Source: an optimization exercise on an open RTL-to-GDS flow (aim: small area, a short achievable clock period and few clock cycles per item). Production flows keep margins and buffers that such runs may drop.
In this exercise RTL edits were held to simulation tests only and were not proved equivalent to the original.
Power figures rest on the tool's default switching activity, not on a simulated workload.

job 4684:
Design miniRV_top, start of the top module:
module miniRV_top (
  input  logic        clk,
  input  logic        rst,
  output logic [31:0] imem_addr,
  input  logic [31:0] imem_rdata,
  output logic        dmem_we,
  output logic [31:0] dmem_addr,
  output logic [3:0]  dmem_wmask,
  output logic [31:0] dmem_wdata,
  input  logic [31:0] dmem_rdata,
  output logic        halt
);
Size: roughly 2200 cells after synthesis, roughly 170 I/O pins, about 29000 um2 of cells after synthesis.
Settings: LEC_CHECK=0, CAP_MARGIN=20, CORE_MARGIN=2, CORE_UTILIZATION=60, CTS_CLUSTER_DIAMETER=60, CTS_CLUSTER_SIZE=30, SLEW_MARGIN=20; clock period 13.0 ns.
standard.sh (not shown) runs the stock make flow with config.mk's settings and CLKGATE_MAP_FILE= SYNTH_SCRIPT=/design/flow/synth_recipe.tcl, a recipe that flattens the netlist after the stock synthesis.
==> flow/flow/run.sh <==
#!/bin/bash
# Layout flow: the standard ORFS flow (standard.sh, unchanged synthesis) with
#  - timing repair asked to leave a setup margin, so that the layout is optimised for a
#    period well below the design's 13 ns (the SDC itself is not changed),
#  - port buffers of a plain buffer cell (buf_2) instead of the delay-buffer cell that
#    buffer_ports picks by default, and sizing not limited to same-footprint cells,
#    so that the port buffers can be sized like any other cell.
# make's full output goes to standard.log in the work folder; ORFS's per-step logs are
# under orfs/logs/.
set -euo pipefail
export SETUP_SLACK_MARGIN=${FLOW_SETUP_MARGIN:-9.0}
export BUFFER_PORTS_ARGS="-buffer_cell sky130_fd_sc_hd__buf_2"
bash standard.sh MATCH_CELL_FOOTPRINT=0 finish > standard.log 2>&1
Testbench counts of job 4684, summed over its fixed seeds: cycles 33,477, instructions 31,279.
## Diff of input files: job 8975 against job 4684
Settings: CTS_CLUSTER_DIAMETER: 60 -> unset; CTS_CLUSTER_SIZE: 30 -> unset.
--- a/flow/flow/run.sh
+++ b/flow/flow/run.sh
@@ -7 +7,2 @@
-#    so that the port buffers can be sized like any other cell.
+#    so that the port buffers can be sized like any other cell,
+#  - clock tree sinks clustered 30 to a buffer within 60 um, with no dummy loads.
@@ -11 +12,2 @@
-export SETUP_SLACK_MARGIN=${FLOW_SETUP_MARGIN:-9.0}
+export SETUP_SLACK_MARGIN=${FLOW_SETUP_MARGIN:-8.8}
+export CTS_ARGS="-sink_clustering_enable -repair_clock_nets -dont_use_dummy_load -sink_clustering_size 30 -sink_clustering_max_diameter 60"
Findings:
Sort job 8975 and job 4684 by power, ascending, and job 8975 comes first.
Summary of job 8975 over job 4684: flip-flop and latch count essentially unchanged, placeable core region roughly the same, via count fell about 1.8%.
sel1[5]$_DFF_P_ as the beginning of the critical path was reported by job 4684, and sel2[15]$_DFF_P_ by job 8975.
Summary: with job 4684 as the reference, number of global-route vias before repair in job 8975 moved down by a few percent.
--- input diff job 8975..job 3639 ---
==> flow/flow/run.sh <==
#!/bin/bash
# Layout flow: the standard ORFS flow (standard.sh, unchanged synthesis) with
#  - timing repair asked to leave a setup margin, so that the layout is optimised for a
#    period well below the design's 13 ns (the SDC itself is not changed),
#  - port buffers of a plain buffer cell (buf_4) instead of the delay-buffer cell that
#    buffer_ports picks by default, and sizing not limited to same-footprint cells,
#    so that the port buffers can be sized like any other cell.
# make's full output goes to standard.log in the work folder; ORFS's per-step logs are
# under orfs/logs/.
set -euo pipefail
export SETUP_SLACK_MARGIN=${FLOW_SETUP_MARGIN:-9.0}
export BUFFER_PORTS_ARGS="-buffer_cell sky130_fd_sc_hd__buf_4"
bash standard.sh MATCH_CELL_FOOTPRINT=0 finish > standard.log 2>&1
## What came out
- Across both runs, number of filler cells placed in the layout was lower for job 3639 than for job 8975.
- Utilization was higher in the run labelled job 3639.
- Summary of job 3639 over job 8975: detailed-route via count climbed about 2%; power in combinational cells climbed about 8%; number of global-route vias before repair climbed 483.
- Delta (job 3639 minus job 8975): routed length per instance now smaller, number of CTS-inserted buffers went up by 23.
### job 3639 -> job 6127
Settings: setting ABC_AREA to 1 for the first time; setting CTS_CLUSTER_DIAMETER to 60 for the first time; setting CTS_CLUSTER_SIZE to 30 for the first time.
--- a/flow/flow/run.sh
+++ b/flow/flow/run.sh
@@ -5 +5 @@
-#  - port buffers of a plain buffer cell (buf_4) instead of the delay-buffer cell that
+#  - port buffers of a plain buffer cell (buf_2) instead of the delay-buffer cell that
@@ -11,2 +11,2 @@
-export SETUP_SLACK_MARGIN=${FLOW_SETUP_MARGIN:-9.0}
-export BUFFER_PORTS_ARGS="-buffer_cell sky130_fd_sc_hd__buf_4"
+export SETUP_SLACK_MARGIN=${FLOW_SETUP_MARGIN:-9.4}
+export BUFFER_PORTS_ARGS="-buffer_cell sky130_fd_sc_hd__buf_2"
## What came out
Compared with job 3639, job 6127 shows a higher worst setup slack.
Cell area for job 6127 is higher than for job 3639.
Going from job 3639 to job 6127, proportion of power drawn by combinational gates grew by 2.5 points; first-pass GRT wire length grew by about 15%; largest net degree at the start of global routing shrank by about 64%; post-layout minimum cycle time shrank by 0.36 ns.
Input changes introduced in job 1867 (baseline for comparison: job 6127):
Settings: a deleted ABC_AREA that had been 1; a deleted CTS_CLUSTER_DIAMETER that had been 60; a deleted CTS_CLUSTER_SIZE that had been 30.
--- a/flow/flow/run.sh
+++ b/flow/flow/run.sh
@@ -7 +7,2 @@
-#    so that the port buffers can be sized like any other cell.
+#    so that the port buffers can be sized like any other cell,
+#  - clock tree sinks clustered 30 to a buffer within 60 um, with no dummy loads.
@@ -11 +12,2 @@
-export SETUP_SLACK_MARGIN=${FLOW_SETUP_MARGIN:-9.4}
+export SETUP_SLACK_MARGIN=${FLOW_SETUP_MARGIN:-9.0}
+export CTS_ARGS="-sink_clustering_enable -repair_clock_nets -dont_use_dummy_load -sink_clustering_size 30 -sink_clustering_max_diameter 60"
Taking job 6127 as the reference point, the number of cell rows of job 1867 falls by about 3.6%.
Between job 6127 and job 1867, average wire per standard cell increased.
Final area: job 1867 better than job 6127
Job 1867 can be clocked slower than job 6127.
[compare] base=job 6127 new=job 1867: non-clock buffer count shows a reduction of 8.3%; worst hold slack across all endpoints shows a reduction of 0.014 ns.

==> separate check: timing with driven ports <==
Ports are ideal in the flow. The routed layouts listed here were re-timed in OpenROAD.
Step 1 assumes that a clkbuf_16 drives the clock port and a buf_2 every other input.
Step 2 adds t to the input delays and takes it off the output delays; t is the mean of the earliest and latest rising clock arrival at the registers after step 1. Input paths then give back, and output paths get back, about the clock's delay inside the block.
Slacks: ideal ports / drivers / drivers and shift; pairs: ideal ports / drivers.
run | shift t [ns] | setup slack, ns | clock arrival spread, ns | slew at the worst register clock pin (ns)
job 4684 | 0.677 | 8.832 / 8.832 / 8.529 | 0.048 / 0.048 | 0.11 / 0.11
job 8975 | 0.671 | 8.742 / 8.742 / 8.228 | 0.072 / 0.072 | 0.11 / 0.11
job 3639 | 0.672 | 8.693 / 8.693 / 8.550 | 0.040 / 0.040 | 0.07 / 0.07
job 6127 | 0.688 | 9.049 / 8.981 / 8.787 | 0.039 / 0.039 | 0.11 / 0.11
job 1867 | 0.667 | 8.909 / 8.909 / 8.502 | 0.071 / 0.071 | 0.11 / 0.11
After both steps every run listed still meets setup and hold. For job 8975, which loses most, drivers alone change the setup slack by 0.000 ns; drivers and shift together by -0.514 ns.
